Context: an optimization exercise on an open-source flow, tuned for small area and a short achievable clock period. The choices shown serve that exercise and are no tape-out recipe. Power is estimated from default activity; no workload was simulated.

Design RF_ALU, start of the top module:
module RF_ALU (input clk,
               input RegSet,
               input RegWrite,
               input [3:0] ALU_control,
               input [31:0] instr,
               input [31:0] Writedata,
               output reg [31:0] rd1,
               output reg [31:0] rd2,
               output [31:0] ALU_result,
               output Zero);
wire [4:0] rs1 = instr[19:15];
wire [4:0] rs2 = instr[24:20];
wire [4:0] rd  = instr[11:7];
reg        pend_v;
reg        pend_alu;
reg [4:0]  pend_rd;
reg [31:0] pend_wd;
reg [31:0] regs [1:31];
wire [31:0] wdata = pend_alu ? ALU_result : pend_wd;
wire [31:0] stale;         
assign stale[0] = 1'b0;
wire [32*32-1:0] rows;     
assign rows[31:0] = wdata;
genvar r, k;
generate
    for (r = 1; r < 32; r = r + 1) begin : row
        wire we   = pend_v && (pend_rd == r);
        wire hold = !we;
        wire [31:0] d;
        assign stale[r] = we;
        assign rows[32*r +: 32] = regs[r];
        for (k = 0; k < 32; k = k + 1) begin : bt
            g_ao22 wc (.a1(regs[r][k]), .a2(hold), .b1(wdata[k]), .b2(we), .y(d[k]));
        end
        always @(posedge clk) regs[r] <= d;
    end
endgenerate
wire pend_nz = pend_v && (pend_rd != 5'd0);
wire [31:0] sel1, sel2;
rf_dec dec1 (.rs(rs1), .stale(stale), .pv(pend_nz), .prd(pend_rd), .sel(sel1));
rf_dec dec2 (.rs(rs2), .stale(stale), .pv(pend_nz), .prd(pend_rd), .sel(sel2));
wire [31:0] a, b;
generate
    for (k = 0; k < 32; k = k + 1) begin : rdbit
        wire [31:0] col;
        for (r = 0; r < 32; r = r + 1) begin : c
            assign col[r] = rows[32*r + k];
        end
        rf_mux32 m1 (.sel(sel1), .d(col), .q(a[k]));
        rf_mux32 m2 (.sel(sel2), .d(col), .q(b[k]));
    end
endgenerate
  ...
For scale: roughly 170 I/O pins, roughly 48,000 sq um of cells after synthesis.
clock: 9.0 ns
lec_check: 0
cap_margin: 20
core_margin: 2
core_utilization: 40
setup_slack_margin: 5
slew_margin: 20
synth_hierarchical: 1
run.sh (not shown) runs the stock make flow with config.mk's settings and CLKGATE_MAP_FILE= SYNTH_SCRIPT=/design/flow/synth_recipe.tcl, a recipe that flattens the netlist after the stock synthesis.
Next try:
--- a/flow/design.v
+++ b/flow/design.v
@@ -4,13 +4,13 @@
                input [3:0] ALU_control,
                input [31:0] instr,
                input [31:0] Writedata,
                output reg [31:0] rd1,
                output reg [31:0] rd2,
                output [31:0] ALU_result,
-               output Zero);
+               output reg Zero);
 wire [4:0] rs1 = instr[19:15];
 wire [4:0] rs2 = instr[24:20];
 wire [4:0] rd  = instr[11:7];
 reg        pend_v;
 reg        pend_alu;
 reg [4:0]  pend_rd;
@@ -32,16 +32,22 @@
         for (k = 0; k < 32; k = k + 1) begin : bt
             g_ao22 wc (.a1(regs[r][k]), .a2(hold), .b1(wdata[k]), .b2(we), .y(d[k]));
         end
         always @(posedge clk) regs[r] <= d;
     end
 endgenerate
-wire pend_nz = pend_v && (pend_rd != 5'd0);
-wire [31:0] sel1, sel2;
-rf_dec dec1 (.rs(rs1), .stale(stale), .pv(pend_nz), .prd(pend_rd), .sel(sel1));
-rf_dec dec2 (.rs(rs2), .stale(stale), .pv(pend_nz), .prd(pend_rd), .sel(sel2));
+function [31:0] selects(input [4:0] rs, input [31:0] stl, input pv, input [4:0] prd);
+    integer j;
+    begin
+        selects[0] = pv && (rs == prd) && (rs != 5'd0);
+        for (j = 1; j < 32; j = j + 1)
+            selects[j] = (rs == j) && !stl[j];
+    end
+endfunction
+wire [31:0] sel1 = selects(rs1, stale, pend_v, pend_rd);
+wire [31:0] sel2 = selects(rs2, stale, pend_v, pend_rd);
 wire [31:0] a, b;
 generate
     for (k = 0; k < 32; k = k + 1) begin : rdbit
         wire [31:0] col;
         for (r = 0; r < 32; r = r + 1) begin : c
             assign col[r] = rows[32*r + k];
@@ -536,13 +542,12 @@
 g_oai21 p4g26 (.a1(l4t_26), .a2(l4g_10), .b1(l4g_26), .y(l5g_26));
 g_oai21 p4g27 (.a1(l4t_27), .a2(l4g_11), .b1(l4g_27), .y(l5g_27));
 g_oai21 p4g28 (.a1(l4t_28), .a2(l4g_12), .b1(l4g_28), .y(l5g_28));
 g_oai21 p4g29 (.a1(l4t_29), .a2(l4g_13), .b1(l4g_29), .y(l5g_29));
 g_oai21 p4g30 (.a1(l4t_30), .a2(l4g_14), .b1(l4g_30), .y(l5g_30));
 g_oai21 p4g31 (.a1(l4t_31), .a2(l4g_15), .b1(l4g_31), .y(l5g_31));
-assign Zero = (rd1 == rd2);
 assign ALU_result[0] = alu_p[0];
 g_xnor2 s1 (.a(alu_p[1]), .b(alu_g[0]), .y(ALU_result[1]));
 g_xor2 s2 (.a(alu_p[2]), .b(alu_g[1]), .y(ALU_result[2]));
 g_xnor2 s3 (.a(alu_p[3]), .b(alu_g[2]), .y(ALU_result[3]));
 g_xnor2 s4 (.a(alu_p[4]), .b(alu_g[3]), .y(ALU_result[4]));
 g_xor2 s5 (.a(alu_p[5]), .b(alu_g[4]), .y(ALU_result[5]));
@@ -572,12 +577,13 @@
 g_xor2 s29 (.a(alu_p[29]), .b(l5g_28), .y(ALU_result[29]));
 g_xor2 s30 (.a(alu_p[30]), .b(l5g_29), .y(ALU_result[30]));
 g_xor2 s31 (.a(alu_p[31]), .b(l5g_30), .y(ALU_result[31]));
 always @(posedge clk) begin
     rd1 <= a;
     rd2 <= b;
+    Zero <= (a == b);
     alu_p <= op_arith ? (a ^ b) : op_and ? (a & b) : op_or ? (a | b) : ALU_result;
     alu_g[0] <= g0n[0];
     alu_g[1] <= l1g_1;
     alu_g[2] <= l2g_2;
     alu_g[3] <= l2g_3;
     alu_g[4] <= l3g_4;
@@ -635,40 +641,12 @@
     pend_v   <= (RegWrite || RegSet) && (rd != 5'd0);
     pend_alu <= RegWrite;
     pend_rd  <= rd;
     pend_wd  <= Writedata;
 end
 endmodule
-module rf_dec (input [4:0] rs, input [31:0] stale, input pv, input [4:0] prd,
-               output [31:0] sel);
-wire [4:0] rn;
-wire [3:0] lo_n;
-wire [7:0] hi_n;
-wire [4:0] x;
-wire e0, e1;
-genvar j;
-generate
-    for (j = 0; j < 5; j = j + 1) begin : iv
-        g_inv i (.a(rs[j]), .y(rn[j]));
-        g_xnor2 c (.a(rs[j]), .b(prd[j]), .y(x[j]));
-    end
-    for (j = 0; j < 4; j = j + 1) begin : lo
-        g_nand2 n (.a(j & 1 ? rs[0] : rn[0]), .b(j & 2 ? rs[1] : rn[1]), .y(lo_n[j]));
-    end
-    for (j = 0; j < 8; j = j + 1) begin : hi
-        g_nand3 n (.a(j & 1 ? rs[2] : rn[2]), .b(j & 2 ? rs[3] : rn[3]),
-                   .c(j & 4 ? rs[4] : rn[4]), .y(hi_n[j]));
-    end
-    for (j = 1; j < 32; j = j + 1) begin : s
-        g_nor3 n (.a(lo_n[j % 4]), .b(hi_n[j / 4]), .c(stale[j]), .y(sel[j]));
-    end
-endgenerate
-g_nand3 c0 (.a(x[0]), .b(x[1]), .c(x[2]), .y(e0));
-g_nand3 c1 (.a(x[3]), .b(x[4]), .c(pv), .y(e1));
-g_nor2 c2 (.a(e0), .b(e1), .y(sel[0]));
-endmodule
 module rf_mux32 (input [31:0] sel, input [31:0] d, output q);
 wire [3:0] u;
 wire [1:0] v;
 genvar j;
 generate
     for (j = 0; j < 4; j = j + 1) begin : l1
@@ -694,15 +672,12 @@
 module g_nand4 (input a, input b, input c, input d, output y);
 assign y = ~(a & b & c & d);
 endmodule
 module g_nand3 (input a, input b, input c, output y);
 assign y = ~(a & b & c);
 endmodule
-module g_nor3 (input a, input b, input c, output y);
-assign y = ~(a | b | c);
-endmodule
 module g_nand2 (input a, input b, output y);
 assign y = ~(a & b);
 endmodule
 module g_nor2 (input a, input b, output y);
 assign y = ~(a | b);
 endmodule
=>
- The changed run finished with timing, DRC and antenna clean
- wire length barely changes
- critical path depth shrinks by 3
- area after synthesis shrinks by about 0.9%
- worst setup slack gets worse by 33 ps
- maximum frequency shrinks by 0.77%
- clock-buffer cell count grows by 27
- total power came out higher by about 4.6%
- via count falls by 0.42%
- design area rises by about 0.7%
No run of this note included a check of the RTL's function; only the layout flow was run.

## separate check: timing with driven ports
No port has a modelled driver above. Below, the same layouts with a new extraction and two added sets of constraints. Step 1: set_driving_cell puts a clkbuf_16 on clk and a buf_2 on each other input, an assumption about the parent block. Step 2, shift: input delay + t, output delay - t, t = (earliest + latest rising clock arrival at the registers) / 2. This alone moves slack from input paths to output paths. a / b / c = no drivers / after step 1 / after step 2; a / b = the first two.
run	t (ns)	slack for setup (ns)	worst hold slack (ns)	clock arrival spread, ns	worst data-port slew with drivers (ns)
the first run	0.810	4.765 / 4.800 / 3.990	0.512 / 0.512 / 0.512	0.026 / 0.026	0.09
the second run	0.839	4.732 / 4.763 / 3.924	0.511 / 0.511 / 0.511	0.023 / 0.023	0.08
After both steps setup and hold are still met in every run listed. The setup slack of the second run, which loses most, moves by +0.031 ns with the drivers and by -0.808 ns with both steps.
